Background: an optimization exercise with open tools, aiming at small area, a short achievable clock period and few clock cycles. Do not read the settings as production practice.
The RTL was checked by simulation tests, not by an equivalence proof against the original design.
Power is estimated from default activity; no workload was simulated.

Setup of run A:
Design matmul, start of the top module:
module matmul
#(
    parameter DIM_BITS = 16,
    parameter MEM_AW = 16,
    parameter MEM_DW = 32,
    parameter PREC = 16)
(
    input [MEM_AW-1:0] aBASE,
    input [DIM_BITS-1:0] aCOLS,
    input [DIM_BITS-1:0] aROWS,
    input [DIM_BITS-1:0] aSTRIDE,
    input [MEM_AW-1:0] bBASE,
    input [DIM_BITS-1:0] bCOLS,
    input [DIM_BITS-1:0] bSTRIDE,
    input [MEM_AW-1:0] cBASE,
    input [DIM_BITS-1:0] cSTRIDE,
    input clk,
    input go,
    input [MEM_DW-1:0] mem_rdata,
    input rst_n,
    output reg [MEM_AW-1:0] mem_addr,
    output reg mem_req,
    output [MEM_DW-1:0] mem_wdata,
    output reg mem_write,
    output reg ret
);
Settings: LEC_CHECK=0, ABC_AREA=1, CAP_MARGIN=20, CORE_MARGIN=2, CORE_UTILIZATION=40, CTS_CLUSTER_DIAMETER=60, CTS_CLUSTER_SIZE=25, PLACE_DENSITY=0.6, SLEW_MARGIN=20; clock period 10.0 ns.
standard.sh (not shown) runs the stock make flow with config.mk's settings and CLKGATE_MAP_FILE= SYNTH_SCRIPT=/design/flow/synth_recipe.tcl, a recipe that flattens the netlist after the stock synthesis.
==> flow/flow/run.sh <==
#!/bin/bash
# The standard layout, with two changes to how it is made (the SDC and its
# 10 ns clock are unchanged): port buffers use the small buf_1 cell instead of
# the default delay buffer, and repair_timing aims for a larger setup margin.
set -euo pipefail
bash standard.sh 'BUFFER_PORTS_ARGS=-buffer_cell sky130_fd_sc_hd__buf_1' SETUP_SLACK_MARGIN=6.8 finish > standard_make.log 2>&1
Testbench counts of run A, summed over its fixed seeds: cycles 52,372.
Here is what was changed in the inputs of run B compared with run A.
- removing CTS_CLUSTER_DIAMETER (formerly 60)
- removing ABC_AREA (formerly 1)
- removing CTS_CLUSTER_SIZE (formerly 25)
- setting ABC_CLOCK_PERIOD_IN_PS to 3000 for the first time
diff --git a/flow/flow/run.sh b/flow/flow/run.sh
--- a/flow/flow/run.sh
+++ b/flow/flow/run.sh
@@ -5,2 +5,2 @@
 set -euo pipefail
-bash standard.sh 'BUFFER_PORTS_ARGS=-buffer_cell sky130_fd_sc_hd__buf_1' SETUP_SLACK_MARGIN=6.8 finish > standard_make.log 2>&1
+bash standard.sh 'BUFFER_PORTS_ARGS=-buffer_cell sky130_fd_sc_hd__buf_1' SETUP_SLACK_MARGIN=7 finish > standard_make.log 2>&1
### Flow results
The final layout from run B, which completed every stage, passed the timing, DRC and antenna checks at the end of the flow. Run A has completed all stages; timing, DRC and antenna checks passed. For the adder and majority cell fraction of the synthesized area, run B came in 0.79 points higher than run A did. Compared with run A, run B shows total power that has gone up by a little under 10%. Area: run B vs run A -> run B smaller. Delta (run B minus run A): total wire length after detailed routing shows a reduction of 10%; maximum frequency from static timing analysis grew by 4.9%; part of the cycle the worst path needs went down; final weighted congestion in routability-driven placement moved down; final-layout worst hold slack went down 5.0 ps. When run B is measured against run A, its instance count after placement with tap cells included turns out 830 lower. Setup slack delta (run B − run A): favourable. Run B vs run A on final critical delay including setup and external delays: run B is the lower one.
Changes in run C relative to run B:
- setting CTS_CLUSTER_SIZE to 25 for the first time
- setting CTS_CLUSTER_DIAMETER to 60 for the first time
- changing PLACE_DENSITY from 0.6 to 0.7
diff --git a/flow/flow/run.sh b/flow/flow/run.sh
--- a/flow/flow/run.sh
+++ b/flow/flow/run.sh
@@ -5,2 +5,2 @@
 set -euo pipefail
-bash standard.sh 'BUFFER_PORTS_ARGS=-buffer_cell sky130_fd_sc_hd__buf_1' SETUP_SLACK_MARGIN=7 finish > standard_make.log 2>&1
+bash standard.sh 'BUFFER_PORTS_ARGS=-buffer_cell sky130_fd_sc_hd__buf_1' SETUP_SLACK_MARGIN=6.8 finish > standard_make.log 2>&1
Results
- Wire length of the first global-routing pass: run C < run B
- Run C vs run B: slew at the pin closest to its max-slew limit up
- Relative to run B, the count of clock-buffer cells in the layout of run C is lower by about 40%.
- The maximum clock frequency was comparable across run B and run C.
- When run C is set beside run B, its power turns out to be 0.00098 W smaller.
- Setup slack of run B is on par with run C.
- Compared run B against run C; sequential power within noise.
--- input diff run C..run D ---
- CTS_CLUSTER_DIAMETER now 70, was 60
- PLACE_DENSITY now 0.6, was 0.7
- CTS_CLUSTER_SIZE now 35, was 25
==> comparison <==
Run C → run D: peak fanout along the critical path -11; non-clock buffer count now larger; footprint of the multi-input gates rose about 1.8%.
Against run C as the reference, run D delivers a higher share of cells above drive strength 1.
Routed length on met2 (run D vs. run C) increases by a few percent
Compared to run C, run D leaves less free space in the core.
Run D falls short of run C in shortest period the worst path allows.

* * *

Setup of willow:
Starting RTL as in the previous note.
==> flow/config.mk <==
export PLATFORM = sky130hd
export DESIGN_NAME = matmul
export DESIGN_NICKNAME = matmul
export VERILOG_FILES = /design/flow/design.v
export SDC_FILE = /design/flow/constraint.sdc
export NUM_CORES = 4
export LEC_CHECK = 0
export ABC_CLOCK_PERIOD_IN_PS = 3000
export CAP_MARGIN = 20
export CORE_MARGIN = 2
export CORE_UTILIZATION = 40
export CTS_BUF_LIST = sky130_fd_sc_hd__clkbuf_4 sky130_fd_sc_hd__clkbuf_8 sky130_fd_sc_hd__clkbuf_16
export CTS_CLUSTER_DIAMETER = 60
export CTS_CLUSTER_SIZE = 25
export PLACE_DENSITY = 0.6
export SLEW_MARGIN = 20
==> flow/constraint.sdc <==
create_clock -name core_clock -period 10.0 [get_ports {clk}]
set_input_delay 2.0000 -clock core_clock [delete_from_list [all_inputs] [get_ports {clk}]]
set_output_delay 2.0000 -clock core_clock [all_outputs]
set_load 0.01 [all_outputs]
==> flow/flow/run.sh <==
#!/bin/bash
# The standard layout, with two changes to how it is made (the SDC and its
# 10 ns clock are unchanged): port buffers use the small buf_1 cell instead of
# the default delay buffer, and repair_timing aims for a larger setup margin.
set -euo pipefail
bash standard.sh 'BUFFER_PORTS_ARGS=-buffer_cell sky130_fd_sc_hd__buf_1' SETUP_SLACK_MARGIN=6.8 finish > standard_make.log 2>&1
Testbench counts of willow, summed over its fixed seeds: cycles 52,372.
## Diff of input files: xenon against willow
Settings: CTS_BUF_LIST removed (was sky130_fd_sc_hd__clkbuf_4 sky130_fd_sc_hd__clkbuf_8 sky130_fd_sc_hd__clkbuf_16).
-- flow/flow/run.sh --
<<< willow, line 6
bash standard.sh 'BUFFER_PORTS_ARGS=-buffer_cell sky130_fd_sc_hd__buf_1' SETUP_SLACK_MARGIN=6.8 finish > standard_make.log 2>&1
>>> xenon, line 6
bash standard.sh 'BUFFER_PORTS_ARGS=-buffer_cell sky130_fd_sc_hd__buf_1' SETUP_SLACK_MARGIN=6.7 finish > standard_make.log 2>&1
## What came out
- Area share of buffers outside the clock network for xenon is lower than for willow.
- xenon ends up with a non-clock buffer count that is about 6.5% lower than in willow.
- Number of vias in the routed layout, xenon and willow: higher on willow
- In the reports for xenon and willow, the smaller post-route non-filler standard cell count belongs to xenon.
- Most common cell after layout, fill and taps aside = nand2_1: xenon; most common cell after layout, fill and taps aside = dfxtp_1: willow
- xenon finished end to end and its layout was clean on timing, DRC and antenna.
- Going from willow to xenon, number of buffers added for setup after CTS now smaller; total wirelength of the detailed-routed design went down; critical path depth increased 8.
#### Input delta (ember over xenon)
-- flow/flow/run.sh --
<<< xenon, line 6
bash standard.sh 'BUFFER_PORTS_ARGS=-buffer_cell sky130_fd_sc_hd__buf_1' SETUP_SLACK_MARGIN=6.7 finish > standard_make.log 2>&1
>>> ember, line 6
bash standard.sh 'BUFFER_PORTS_ARGS=-buffer_cell sky130_fd_sc_hd__buf_1' SETUP_SLACK_MARGIN=7 finish > standard_make.log 2>&1
### Flow results
Diff xenon -> ember: post-layout minimum cycle time higher; sequential share of layout area lower; global-route usage higher. In the metrics for ember and xenon, the one carrying the lower arrival time of the worst setup path is xenon. Between ember and xenon, the difference in final hold slack is negligible. Final cycle utilization of the critical path delta (ember -> xenon): insignificant. Power: ember draws more than xenon.
> inputs changed (ember -> violet)
-- flow/flow/run.sh --
<<< ember, line 6
bash standard.sh 'BUFFER_PORTS_ARGS=-buffer_cell sky130_fd_sc_hd__buf_1' SETUP_SLACK_MARGIN=7 finish > standard_make.log 2>&1
>>> violet, line 6
bash standard.sh 'BUFFER_PORTS_ARGS=-buffer_cell sky130_fd_sc_hd__buf_1' SETUP_SLACK_MARGIN=6.6 finish > standard_make.log 2>&1
[summary]
- violet reached the final stage; the timing, DRC and antenna checks on its layout passed.
- violet — clock buffer count in the final layout about 9% lower, ember as reference
- [compare] base=ember new=violet: final area lost 0.0021 mm2; buffers plus inverters on the worst setup path shrank by 2; number of cells in the finished layout apart from fillers moved down; cell depth of the worst min-delay path shows no meaningful change; share of total power in sequential cells grew by 1.9 points.
- ember vs violet, master of the slowest instance on the critical path: fa_2 vs edfxtp_1
- As of violet, number of buffers added by the clock tree synthesis step had fallen by a few percent compared to ember.
- Diff ember -> violet | portion of total power attributed to the clock network | increase of 1.8 points
Changes in quartz relative to violet:
Settings: setting CTS_BUF_LIST to sky130_fd_sc_hd__clkbuf_8 for the first time.
-- flow/flow/run.sh --
<<< violet, line 6
bash standard.sh 'BUFFER_PORTS_ARGS=-buffer_cell sky130_fd_sc_hd__buf_1' SETUP_SLACK_MARGIN=6.6 finish > standard_make.log 2>&1
>>> quartz, line 6
bash standard.sh 'BUFFER_PORTS_ARGS=-buffer_cell sky130_fd_sc_hd__buf_1' SETUP_SLACK_MARGIN=6.8 finish > standard_make.log 2>&1
[summary]
quartz did not stop at any stage, and its layout met the timing, DRC and antenna checks. Diff quartz..violet | remaining antenna violation count | unchanged. Shortest period the worst path allows deteriorates in quartz relative to violet. Higher number of logic stages on the critical path including buffering was reported by violet, not quartz. There was hardly any difference in sequential power between violet and quartz. Diff violet -> quartz | number of buffers inserted during clock tree synthesis | increase of about 4%. For violet, the worst setup path category was register to register, unlike quartz, where it was register to primary output.
> inputs changed (quartz -> harbor)
Settings: ABC_CLOCK_PERIOD_IN_PS: 3000 -> 2500; CTS_BUF_LIST: sky130_fd_sc_hd__clkbuf_8 -> unset.
--- outcome ---
Of harbor and quartz, the higher final cell count without fillers belongs to quartz. On via count, harbor and quartz are basically level. | mapped cell area | harbor vs quartz | ≈ equal |. In the tables for harbor and quartz, final cell area excluding filler cells reads lower with harbor. In the tables for harbor and quartz, fraction of final layout cells sized beyond drive strength 1 reads higher with quartz. The run showing the smaller minimum clock period after layout is harbor. Changes observed in harbor relative to quartz: static leakage power saw a decrease; area taken by flip-flops and latches shows a reduction of 51 um2; utilization moved down. Looking at overall power after layout, harbor sits above quartz.

[port drivers added, routing unchanged]
How much do the figures lean on ideal ports? The routed layouts below were timed once more, with nothing changed but the port constraints.
Step 1 sets driving cells, clkbuf_16 on the clock port and buf_2 on the other inputs (assumed; they add their load-dependent delay and slew).
Step 2, shift: input delay + t, output delay - t, t = (earliest + latest rising clock arrival at the registers) / 2. This alone moves slack from input paths to output paths.
a / b / c = ideal ports / drivers / drivers and shift; a / b = the first two.
| run | t (ns) | setup WS [ns] | hold slack, ns | latest minus earliest clock arrival (ns) | slew at the worst register clock pin (ns) |
|---|---|---|---|---|---|
| run A | 0.673 | 6.606 / 6.606 / 6.606 | 0.322 / 0.322 / 0.322 | 0.044 / 0.045 | 0.09 / 0.09 |
| run B | 0.692 | 6.766 / 6.724 / 6.505 | 0.317 / 0.317 / 0.317 | 0.049 / 0.049 | 0.07 / 0.07 |
| run C | 0.645 | 6.767 / 6.767 / 6.480 | 0.323 / 0.323 / 0.323 | 0.031 / 0.031 | 0.09 / 0.09 |
| run D | 0.653 | 6.711 / 6.704 / 6.466 | 0.321 / 0.321 / 0.321 | 0.041 / 0.041 | 0.11 / 0.11 |
| willow | 0.675 | 6.737 / 6.678 / 6.494 | 0.325 / 0.325 / 0.325 | 0.050 / 0.051 | 0.08 / 0.08 |
| xenon | 0.677 | 6.771 / 6.752 / 6.446 | 0.325 / 0.325 / 0.325 | 0.042 / 0.042 | 0.08 / 0.08 |
| ember | 0.676 | 6.764 / 6.751 / 6.451 | 0.326 / 0.326 / 0.326 | 0.034 / 0.034 | 0.09 / 0.09 |
| violet | 0.666 | 6.729 / 6.729 / 6.458 | 0.321 / 0.321 / 0.321 | 0.045 / 0.045 | 0.09 / 0.09 |
| quartz | 0.752 | 6.640 / 6.587 / 6.480 | 0.330 / 0.330 / 0.330 | 0.058 / 0.058 | 0.12 / 0.12 |
| harbor | 0.676 | 6.735 / 6.676 / 6.492 | 0.325 / 0.325 / 0.325 | 0.050 / 0.050 | 0.08 / 0.08 |
After both steps every run listed still meets setup and hold. For xenon, which loses most, drivers alone change the setup slack by -0.019 ns; drivers and shift together by -0.325 ns.
